Background: an optimization exercise with open tools, aiming at small area and few clock cycles. Do not read the settings as production practice. In this exercise RTL edits were held to simulation tests only and were not proved equivalent to the original. The clock input has no modelled driver; a real chip could not lean on it and would need a root buffer or a full tree.

==> juniper <==
==> flow/design.v <==
`timescale 1ns / 1ps
module ad9958_buffer(
    input         clock,
    input         load,
    input         load_amp,
    input  [31:0] ftw_ch0,
    input  [31:0] ftw_ch1,
    input  [9:0]  asf_ch0,
    input  [9:0]  asf_ch1,
    input  [3:0]  slot,
    output [3:0]  nibble
);
   reg [63:0] buf_r;
   always @(posedge clock) begin
      if (load) begin
         buf_r[63:42] <= ftw_ch0[31:10];
         buf_r[31:10] <= ftw_ch1[31:10];
         buf_r[41:32] <= load_amp ? asf_ch0 : ftw_ch0[9:0];
         buf_r[9:0]   <= load_amp ? asf_ch1 : ftw_ch1[9:0];
      end
   end
   assign nibble = buf_r[{~slot, 2'b00} +: 4];
endmodule
`timescale 1ns / 1ps
module ad9958_master(
    input         clock,
    input         reset_n,
    output        cs,
    output        sclk,
    output [3:0]  sdio,
    output        master_reset,
    output        io_update,
    input  [31:0] ftw_ch0,
    input  [31:0] ftw_ch1,
    input  [9:0]  asf_ch0,
    input  [9:0]  asf_ch1
);
   assign cs = 1'b0;
   assign master_reset = 1'b0;
   reg        sclk_r;
   reg [3:0]  n;
   reg        boot;
   reg        ch;
   reg        amp;
   wire last     = &n;
   wire need_iou = ch | (boot & amp);
   wire to_iou   = sclk_r & last & need_iou;
   wire restart  = (n[3:1] == 3'd0) | (last & ~need_iou);
   always @(posedge clock) begin
      if (~reset_n) begin
         sclk_r <= 1'b1;
         n      <= 4'd1;
         boot   <= 1'b1;
         ch     <= 1'b0;
         amp    <= 1'b0;
      end else if (~sclk_r) begin
         sclk_r <= 1'b1;
      end else begin
         sclk_r <= to_iou;
         if (restart)
            n <= boot ? 4'd8 : 4'd2;
         else if (~boot & amp & n == 4'd7)
            n <= 4'd12;
         else
            n <= n + 4'd1;
         if (last) begin
            {amp, ch} <= {amp, ch} + 2'd1;
            if (amp & ch)
               boot <= 1'b0;
         end
      end
   end
   wire [3:0] data_nib;
   ad9958_buffer data_buf(
      .clock(clock), .load(to_iou), .load_amp(~boot & ~amp),
      .ftw_ch0(ftw_ch0), .ftw_ch1(ftw_ch1), .asf_ch0(asf_ch0), .asf_ch1(asf_ch1),
      .slot({ch, n[2:0]}), .nibble(data_nib));
   reg [3:0] sdio_c;
   always @(*) begin
      if (boot)
         case ({amp, ch})
           2'd0: sdio_c = 4'h0;
           2'd1: sdio_c = {3'b000, (n == 4'd8) | (n == 4'd9) | (n == 4'd13) | (n == 4'd14)};
           2'd2: sdio_c = (n[2:0] == 3'd1) ? 4'h1 : (n[2:0] == 3'd2) ? 4'hA :
                          (n[2:0] == 3'd3) ? 4'h8 : 4'h0;
           default: sdio_c = (n[2:0] == 3'd1) ? 4'h3 : (n[2:0] == 3'd5) ? 4'h1 : 4'h0;
         endcase
      else
         case (n)
           4'd4:  sdio_c = ch ? 4'h8 : 4'h4;
           4'd5:  sdio_c = 4'h6;
           4'd7:  sdio_c = amp ? 4'h6 : 4'h4;
           4'd12: sdio_c = amp ? 4'h1 : data_nib;
           4'd13: sdio_c = amp ? {2'b00, data_nib[1:0]} : data_nib;
           default: sdio_c = n[3] ? data_nib : 4'h0;
         endcase
   end
   assign sclk = sclk_r;
   assign sdio = sdio_c;
   assign io_update = sclk_r & (n == 4'd0);
endmodule
==> flow/flow/run.sh <==
#!/bin/bash
# Standard layout with these changes: synthesis maps logic with
# area-oriented ABC scripts (the smallest result of flow/*.abc) and without
# the adder step (flow/synth.tcl); the port buffers are plain buf_1 cells;
# clock tree synthesis adds no dummy loads, and its leaf level is then
# rebuilt with fewer buffers (flow/cts_merge.tcl).
set -euo pipefail
here=$(pwd)
bash standard.sh "SYNTH_SCRIPT=$here/flow/synth.tcl" \
  "ADDER_MAP_FILE=" \
  "POST_CTS_TCL=$here/flow/cts_merge.tcl" \
  "CTS_ARGS=-sink_clustering_enable -repair_clock_nets -dont_use_dummy_load" \
  "BUFFER_PORTS_ARGS=-buffer_cell sky130_fd_sc_hd__buf_1" \
  finish > flow_make.log 2>&1
==> flow/flow/a1.abc <==
strash
dc2
dc2
dch -f
amap
==> flow/flow/a2.abc <==
strash
ifraig
dc2
dch -f
amap
==> flow/flow/a3.abc <==
strash
dc2
rewrite -z
refactor -z
dch -f
amap
==> flow/flow/a4.abc <==
strash
dc2
dc2
dch -f
amap
strash
dc2
dch -f
amap
==> flow/flow/a5.abc <==
strash
dc2
dch -f
amap -m
==> flow/flow/a6.abc <==
strash
&get -n
&fraig -x
&put
scorr
dc2
strash
&get -n
&dch -f
&nf -R 1000
&put
==> flow/flow/a7.abc <==
strash
dc2
dch -f
amap -F 1000 -A 100
==> flow/flow/a8.abc <==
strash
dch -f
amap
strash
dc2
dch -f
amap
==> flow/flow/cts_merge.tcl <==
set ::cts_leaf_masters {sky130_fd_sc_hd__clkbuf_4 sky130_fd_sc_hd__clkbuf_8 sky130_fd_sc_hd__clkbuf_16}
set ::cts_root_master sky130_fd_sc_hd__clkbuf_2
set ::cts_slew_target 0.105

proc cts_two_level {} {
  set block [ord::get_db_block]
  set clk [$block findNet clock]
  set root ""
  foreach it [$clk getITerms] { set root [$it getInst] }
  if { $root eq "" } { return {} }
  set n0 [[$root findITerm X] getNet]
  set leaves {}
  foreach it [$n0 getITerms] {
    if { [$it getInst] ne $root } { lappend leaves [$it getInst] }
  }
  return [list $root $n0 $leaves]
}

proc cts_rebuild { K leaf_master } {
  set block [ord::get_db_block]
  set db [ord::get_db]
  lassign [cts_two_level] root n0 leaves
  set sinks {}
  foreach l $leaves {
    set ln [[$l findITerm X] getNet]
    foreach it [$ln getITerms] {
      if { [$it getInst] eq $l } { continue }
      set loc [[$it getInst] getLocation]
      lappend sinks [list $it [lindex $loc 0] [lindex $loc 1]]
    }
  }
  foreach l $leaves {
    set ln [[$l findITerm X] getNet]
    foreach it [$ln getITerms] {
      if { [$it getInst] ne $l } { $it disconnect }
    }
    odb::dbInst_destroy $l
    odb::dbNet_destroy $ln
  }
  # k-means on sink locations, seeded along x
  set ns [llength $sinks]
  set byx [lsort -integer -index 1 $sinks]
  set cents {}
  for { set k 0 } { $k < $K } { incr k } {
    set s [lindex $byx [expr { int(($k + 0.5) * $ns / $K) }]]
    lappend cents [list [lindex $s 1] [lindex $s 2]]
  }
  for { set iter 0 } { $iter < 50 } { incr iter } {
    set assign {}
    foreach s $sinks {
      set best 0
      set bd 1e18
      for { set k 0 } { $k < $K } { incr k } {
        set c [lindex $cents $k]
        set d [expr { abs([lindex $s 1] - [lindex $c 0]) + abs([lindex $s 2] - [lindex $c 1]) }]
        if { $d < $bd } {
          set bd $d
          set best $k
        }
      }
      lappend assign $best
    }
    set newc {}
    for { set k 0 } { $k < $K } { incr k } {
      set sx 0
      set sy 0
      set c 0
      foreach s $sinks a $assign {
        if { $a == $k } {
          set sx [expr { $sx + [lindex $s 1] }]
          set sy [expr { $sy + [lindex $s 2] }]
          incr c
        }
      }
      if { $c > 0 } {
        lappend newc [list [expr { $sx / $c }] [expr { $sy / $c }]]
      } else {
        lappend newc [lindex $cents $k]
      }
    }
    set cents $newc
  }
  set master [$db findMaster $leaf_master]
  for { set k 0 } { $k < $K } { incr k } {
    set inst [odb::dbInst_create $block $master "clkbuf_leaf_merged_$k"]
    set net [odb::dbNet_create $block "clknet_leaf_merged_$k"]
    $net setSigType CLOCK
    set c [lindex $cents $k]
    $inst setLocation [expr { int([lindex $c 0]) }] [expr { int([lindex $c 1]) }]
    $inst setPlacementStatus PLACED
    [$inst findITerm A] connect $n0
    [$inst findITerm X] connect $net
    set lnet($k) $net
  }
  foreach s $sinks a $assign {
    [lindex $s 0] connect $lnet($a)
  }
  $root swapMaster [$db findMaster $::cts_root_master]
  detailed_placement
  estimate_parasitics -placement
  set worst 0
  foreach s $sinks {
    set it [lindex $s 0]
    set p [get_pins [[$it getInst] getName]/[[$it getMTerm] getName]]
    set w [get_property $p slew_max]
    if { $w > $worst } { set worst $w }
  }
  return $worst
}

lassign [cts_two_level] root n0 leaves
set nleaves [llength $leaves]
puts "cts_merge: root [$root getName], $nleaves leaf buffers"
# candidate leaf levels, smallest total area first; the first that meets
# the slew target is kept, else CTS's own leaf count of the largest buffer
set db [ord::get_db]
set cands {}
foreach m $::cts_leaf_masters {
  set mm [$db findMaster $m]
  set a [expr { [$mm getWidth] * [$mm getHeight] }]
  for { set K 2 } { $K <= $nleaves } { incr K } {
    lappend cands [list [expr { $K * $a }] $K $m]
  }
}
set done 0
foreach c [lsort -integer -index 0 $cands] {
  lassign $c a K m
  set worst [cts_rebuild $K $m]
  puts "cts_merge: $K x $m, worst clock pin slew $worst"
  if { $worst <= $::cts_slew_target } {
    set done 1
    break
  }
}
if { !$done } {
  set worst [cts_rebuild $nleaves [lindex $::cts_leaf_masters end]]
  puts "cts_merge: fallback $nleaves x [lindex $::cts_leaf_masters end], worst clock pin slew $worst"
}
check_placement -verbose
==> flow/flow/synth.tcl <==
set ::area_abc_scripts [lsort [glob [file join [file dirname [file normalize [info script]]] *.abc]]]
proc synth {args} { yosys synth -nofsm -noshare {*}$args }
proc abc {args} {
  set i [lsearch -exact $args -script]
  set l [lindex $args [expr { [lsearch -exact $args -liberty] + 1 }]]
  set stat_file $::env(OBJECTS_DIR)/abc_area_stat.txt
  yosys design -save abc_input
  set best ""
  set best_area 0
  foreach s $::area_abc_scripts {
    yosys design -load abc_input
    lset args [expr { $i + 1 }] $s
    yosys abc {*}$args
    yosys tee -q -o $stat_file stat -liberty $l
    set f [open $stat_file r]
    set text [read $f]
    close $f
    regexp {Chip area for (?:top )?module '[^']*': ([0-9.]+)} $text -> area
    puts "abc script [file tail $s]: area $area"
    if { $best eq "" || $area < $best_area } {
      set best $s
      set best_area $area
    }
  }
  puts "abc script kept: [file tail $best] (area $best_area)"
  yosys design -load abc_input
  lset args [expr { $i + 1 }] $best
  yosys abc {*}$args
}
source $::env(SCRIPTS_DIR)/synth.tcl
# left out here: clear keep_hierarchy, flatten, clean up, hide names made inside functions, write 1_2_yosys.v
==> flow/standard.sh <==
#!/bin/bash
# synth_recipe.tcl (not shown) runs the flow's synth.tcl, then flattens the netlist and writes it again
# the make line also repeats each setting of config.mk as NAME=value (left out here)
make -C /OpenROAD-flow-scripts/flow DESIGN_CONFIG=/design/flow/config.mk WORK_HOME=/design/flow/orfs CLKGATE_MAP_FILE= SYNTH_SCRIPT=/design/flow/synth_recipe.tcl "${@:-finish}"
==> flow/config.mk <==
export PLATFORM = sky130hd
export DESIGN_NAME = ad9958_master
export DESIGN_NICKNAME = ad9958_master
export VERILOG_FILES = /design/flow/design.v
export SDC_FILE = /design/flow/constraint.sdc
export NUM_CORES = 4
export LEC_CHECK = 0
export CAP_MARGIN = 20
export CORE_MARGIN = 2
export CORE_UTILIZATION = 40
export SLEW_MARGIN = 20
==> flow/constraint.sdc <==
create_clock -name core_clock -period 5.0 [get_ports {clock}]
set_input_delay 1.0000 -clock core_clock [delete_from_list [all_inputs] [get_ports {clock}]]
set_output_delay 1.0000 -clock core_clock [all_outputs]
set_load 0.01 [all_outputs]
==> maple: changes against juniper <==
--- a/flow/design.v
+++ b/flow/design.v
@@ -76,24 +76,26 @@
       .ftw_ch0(ftw_ch0), .ftw_ch1(ftw_ch1), .asf_ch0(asf_ch0), .asf_ch1(asf_ch1),
       .slot({ch, n[2:0]}), .nibble(data_nib));
-   reg [3:0] sdio_c;
-   always @(*) begin
-      if (boot)
-         case ({amp, ch})
-           2'd0: sdio_c = 4'h0;
-           2'd1: sdio_c = {3'b000, (n == 4'd8) | (n == 4'd9) | (n == 4'd13) | (n == 4'd14)};
-           2'd2: sdio_c = (n[2:0] == 3'd1) ? 4'h1 : (n[2:0] == 3'd2) ? 4'hA :
-                          (n[2:0] == 3'd3) ? 4'h8 : 4'h0;
-           default: sdio_c = (n[2:0] == 3'd1) ? 4'h3 : (n[2:0] == 3'd5) ? 4'h1 : 4'h0;
-         endcase
-      else
-         case (n)
-           4'd4:  sdio_c = ch ? 4'h8 : 4'h4;
-           4'd5:  sdio_c = 4'h6;
-           4'd7:  sdio_c = amp ? 4'h6 : 4'h4;
-           4'd12: sdio_c = amp ? 4'h1 : data_nib;
-           4'd13: sdio_c = amp ? {2'b00, data_nib[1:0]} : data_nib;
-           default: sdio_c = n[3] ? data_nib : 4'h0;
-         endcase
-   end
+   wire [2:0] k    = n[2:0];
+   wire       hdr  = ~boot & ~n[3];
+   wire       dat  = ~boot & n[3];
+   wire       s1   = boot & ~amp & ch;
+   wire       s2   = boot & amp & ~ch;
+   wire       s3   = boot & amp & ch;
+   wire       mark = amp & (k == 3'd4);
+   wire       top0 = amp & (k[2:1] == 2'b10);
+   wire [3:0] sdio_c;
+   assign sdio_c[3] = (dat & ~top0 & data_nib[3])
+                    | (hdr & ch & (k == 3'd4))
+                    | (s2 & (k[2:1] == 2'b01));
+   assign sdio_c[2] = (dat & ~top0 & data_nib[2])
+                    | (hdr & (((k == 3'd4) & ~ch) | (k == 3'd5) | (k == 3'd7)));
+   assign sdio_c[1] = (dat & ~mark & data_nib[1])
+                    | (hdr & ((k == 3'd5) | ((k == 3'd7) & amp)))
+                    | (s2 & (k == 3'd2))
+                    | (s3 & (k == 3'd1));
+   assign sdio_c[0] = (dat & (mark | data_nib[0]))
+                    | (s1 & ((k == 3'd0) | (k[1:0] == 2'b01) | (k == 3'd6)))
+                    | (s2 & (k == 3'd1))
+                    | (s3 & ((k == 3'd1) | (k == 3'd5)));
    assign sclk = sclk_r;
    assign sdio = sdio_c;
==> flow/flow/a10.abc (new file) <==
strash
ifraig
scorr
dc2
dc2
dch -f
amap
==> flow/flow/a11.abc (new file) <==
strash
dc2
resub -z
dc2
dch -f
amap
==> flow/flow/a12.abc (new file) <==
strash
dch -f
if -a -K 4
strash
dch -f
amap
==> flow/flow/a13.abc (new file) <==
strash
dc2
dch -f
&get -n
&nf -a -R 1000
&put
==> flow/flow/a14.abc (new file) <==
strash
dc2
dc2
dc2
dch -f
amap
==> flow/flow/a9.abc (new file) <==
strash
dc2
dch -f
amap
--- a/flow/flow/cts_merge.tcl
+++ b/flow/flow/cts_merge.tcl
@@ -1,5 +1,5 @@
 set ::cts_leaf_masters {sky130_fd_sc_hd__clkbuf_4 sky130_fd_sc_hd__clkbuf_8 sky130_fd_sc_hd__clkbuf_16}
 set ::cts_root_master sky130_fd_sc_hd__clkbuf_2
-set ::cts_slew_target 0.105
+set ::cts_slew_target 0.115
 
 proc cts_two_level {} {
--- a/flow/flow/synth.tcl
+++ b/flow/flow/synth.tcl
@@ -17,5 +17,8 @@
     close $f
     regexp {Chip area for (?:top )?module '[^']*': ([0-9.]+)} $text -> area
-    puts "abc script [file tail $s]: area $area"
+    # a script that leaves cells unmapped is not a candidate
+    set unmapped [regexp {\$(lut|_[A-Z]+_)} $text]
+    puts "abc script [file tail $s]: area $area unmapped $unmapped"
+    if { $unmapped } { continue }
     if { $best eq "" || $area < $best_area } {
       set best $s
--- a/flow/config.mk
+++ b/flow/config.mk
@@ -8,4 +8,5 @@
 export CAP_MARGIN = 20
 export CORE_MARGIN = 2
-export CORE_UTILIZATION = 40
+export CORE_UTILIZATION = 55
+export PLACE_DENSITY = 0.85
 export SLEW_MARGIN = 20
==> umber: changes against juniper <==
==> flow/design.v (replaced) <==
`timescale 1ns / 1ps
module ad9958_buffer(
    input         clock,
    input         load,
    input         load_amp,
    input  [31:0] ftw_ch0,
    input  [31:0] ftw_ch1,
    input  [9:0]  asf_ch0,
    input  [9:0]  asf_ch1,
    input  [3:0]  slot,
    output [3:0]  nibble
);
   reg [63:0] buf_r;
   always @(posedge clock) begin
      if (load) begin
         buf_r[63:42] <= ftw_ch0[31:10];
         buf_r[31:10] <= ftw_ch1[31:10];
         buf_r[41:32] <= load_amp ? asf_ch0 : ftw_ch0[9:0];
         buf_r[9:0]   <= load_amp ? asf_ch1 : ftw_ch1[9:0];
      end
   end
   assign nibble = buf_r[{~slot, 2'b00} +: 4];
endmodule
`timescale 1ns / 1ps
module ad9958_master(
    input         clock,
    input         reset_n,
    output        cs,
    output        sclk,
    output [3:0]  sdio,
    output        master_reset,
    output        io_update,
    input  [31:0] ftw_ch0,
    input  [31:0] ftw_ch1,
    input  [9:0]  asf_ch0,
    input  [9:0]  asf_ch1
);
   assign cs = 1'b0;
   assign master_reset = 1'b0;
   reg        sclk_r;
   reg [3:0]  n;
   reg [1:0]  st;
   reg        ch;
   reg        amp;
   wire last     = &n;
   wire need_iou = ch | st[1];
   wire to_iou   = sclk_r & last & need_iou;
   wire restart  = (n[3:1] == 3'd0) | (last & ~need_iou);
   wire [3:0] start = (st == 2'd0) ? 4'd2 : 4'd8;
   always @(posedge clock) begin
      if (~reset_n) begin
         sclk_r <= 1'b1;
         n      <= 4'd1;
         st     <= 2'd1;
         ch     <= 1'b0;
      end else if (~sclk_r) begin
         sclk_r <= 1'b1;
      end else begin
         sclk_r <= to_iou;
         if (restart)
            n <= start;
         else if (st == 2'd0 & amp & n == 4'd7)
            n <= 4'd12;
         else
            n <= n + 4'd1;
         if (last) begin
            ch <= ~ch;
            if (st != 2'd0 & (st != 2'd1 | ch))
               st <= st + 2'd1;
            if (st == 2'd3)
               amp <= 1'b0;
            else if (ch)
               amp <= ~amp;
         end
      end
   end
   wire [3:0] data_nib;
   ad9958_buffer data_buf(
      .clock(clock), .load(to_iou), .load_amp((st == 2'd0) & ~amp),
      .ftw_ch0(ftw_ch0), .ftw_ch1(ftw_ch1), .asf_ch0(asf_ch0), .asf_ch1(asf_ch1),
      .slot({ch, n[2:0]}), .nibble(data_nib));
   reg [3:0] sdio_c;
   always @(*) begin
      case (st)
        2'd1: sdio_c = {3'b000, ch & ((n == 4'd8) | (n == 4'd9) | (n == 4'd13) | (n == 4'd14))};
        2'd2: sdio_c = (n[2:0] == 3'd1) ? 4'h1 : (n[2:0] == 3'd2) ? 4'hA :
                       (n[2:0] == 3'd3) ? 4'h8 : 4'h0;
        2'd3: sdio_c = (n[2:0] == 3'd1) ? 4'h3 : (n[2:0] == 3'd5) ? 4'h1 : 4'h0;
        default:
          case (n)
            4'd4:  sdio_c = ch ? 4'h8 : 4'h4;
            4'd5:  sdio_c = 4'h6;
            4'd7:  sdio_c = amp ? 4'h6 : 4'h4;
            4'd12: sdio_c = amp ? 4'h1 : data_nib;
            4'd13: sdio_c = amp ? {2'b00, data_nib[1:0]} : data_nib;
            default: sdio_c = n[3] ? data_nib : 4'h0;
          endcase
      endcase
   end
   assign sclk = sclk_r;
   assign sdio = sdio_c;
   assign io_update = sclk_r & (n == 4'd0);
endmodule
--- a/flow/flow/cts_merge.tcl
+++ b/flow/flow/cts_merge.tcl
@@ -1,5 +1,5 @@
-set ::cts_leaf_masters {sky130_fd_sc_hd__clkbuf_4 sky130_fd_sc_hd__clkbuf_8 sky130_fd_sc_hd__clkbuf_16}
-set ::cts_root_master sky130_fd_sc_hd__clkbuf_2
-set ::cts_slew_target 0.105
+set cts_leaf_masters {sky130_fd_sc_hd__clkbuf_4 sky130_fd_sc_hd__clkbuf_8 sky130_fd_sc_hd__clkbuf_16}
+set cts_root_master sky130_fd_sc_hd__clkbuf_2
+set cts_slew_target 0.105
 
 proc cts_two_level {} {
@@ -116,5 +116,5 @@
 set db [ord::get_db]
 set cands {}
-foreach m $::cts_leaf_masters {
+foreach m $cts_leaf_masters {
   set mm [$db findMaster $m]
   set a [expr { [$mm getWidth] * [$mm getHeight] }]
@@ -128,5 +128,5 @@
   set worst [cts_rebuild $K $m]
   puts "cts_merge: $K x $m, worst clock pin slew $worst"
-  if { $worst <= $::cts_slew_target } {
+  if { $worst <= $cts_slew_target } {
     set done 1
     break
@@ -134,6 +134,6 @@
 }
 if { !$done } {
-  set worst [cts_rebuild $nleaves [lindex $::cts_leaf_masters end]]
-  puts "cts_merge: fallback $nleaves x [lindex $::cts_leaf_masters end], worst clock pin slew $worst"
+  set worst [cts_rebuild $nleaves [lindex $cts_leaf_masters end]]
+  puts "cts_merge: fallback $nleaves x [lindex $cts_leaf_masters end], worst clock pin slew $worst"
 }
 check_placement -verbose
==> summary of the runs <==
maple completed without violations. juniper finished clean. umber failed in clock tree synthesis.
Worst setup slack: maple is worse than juniper (0.11 ns).
Between maple and juniper, the lower utilization is in juniper (gap 19 points).
Die area: juniper is larger than maple (about 36%).
Of maple and juniper, juniper has the higher register-to-register slack (gap 0.47 ns).
Between umber and juniper, the lower synthesized cell count is in juniper (gap about 2.8%, measured against juniper).
Routed wire length: juniper is smaller than maple (about 6%).
Testbench counts of juniper, summed over its fixed seeds: cycles 12,162.
Testbench counts of maple, summed over its fixed seeds: cycles 12,162.
Testbench counts of umber, summed over its fixed seeds: cycles 12,162.
The clock cells of juniper and maple come from the design's own scripts or RTL, not from TritonCTS.

==> afterwards: timing with drivers on the ports <==
The flow's constraints put no driver on any port. The routed layouts listed below were extracted and timed again, unchanged, in two steps. Step 1: set_driving_cell puts a clkbuf_16 on clock and a buf_2 on each other input, an assumption about the parent block. Step 2, shift: input delay + t, output delay - t, t = (earliest + latest rising clock arrival at the registers) / 2. This alone moves slack from input paths to output paths. Slacks: no drivers / after step 1 / after step 2; pairs: no drivers / after step 1.
| run | shift t [ns] | setup WS [ns] | cell pins on the clock port's net |
|---|---|---|---|
| juniper | 0.502 | 1.215 / 1.188 / 1.690 | 1 |
| maple | 0.489 | 1.107 / 1.081 / 1.507 | 1 |
After both steps setup and hold are still met in every run listed.
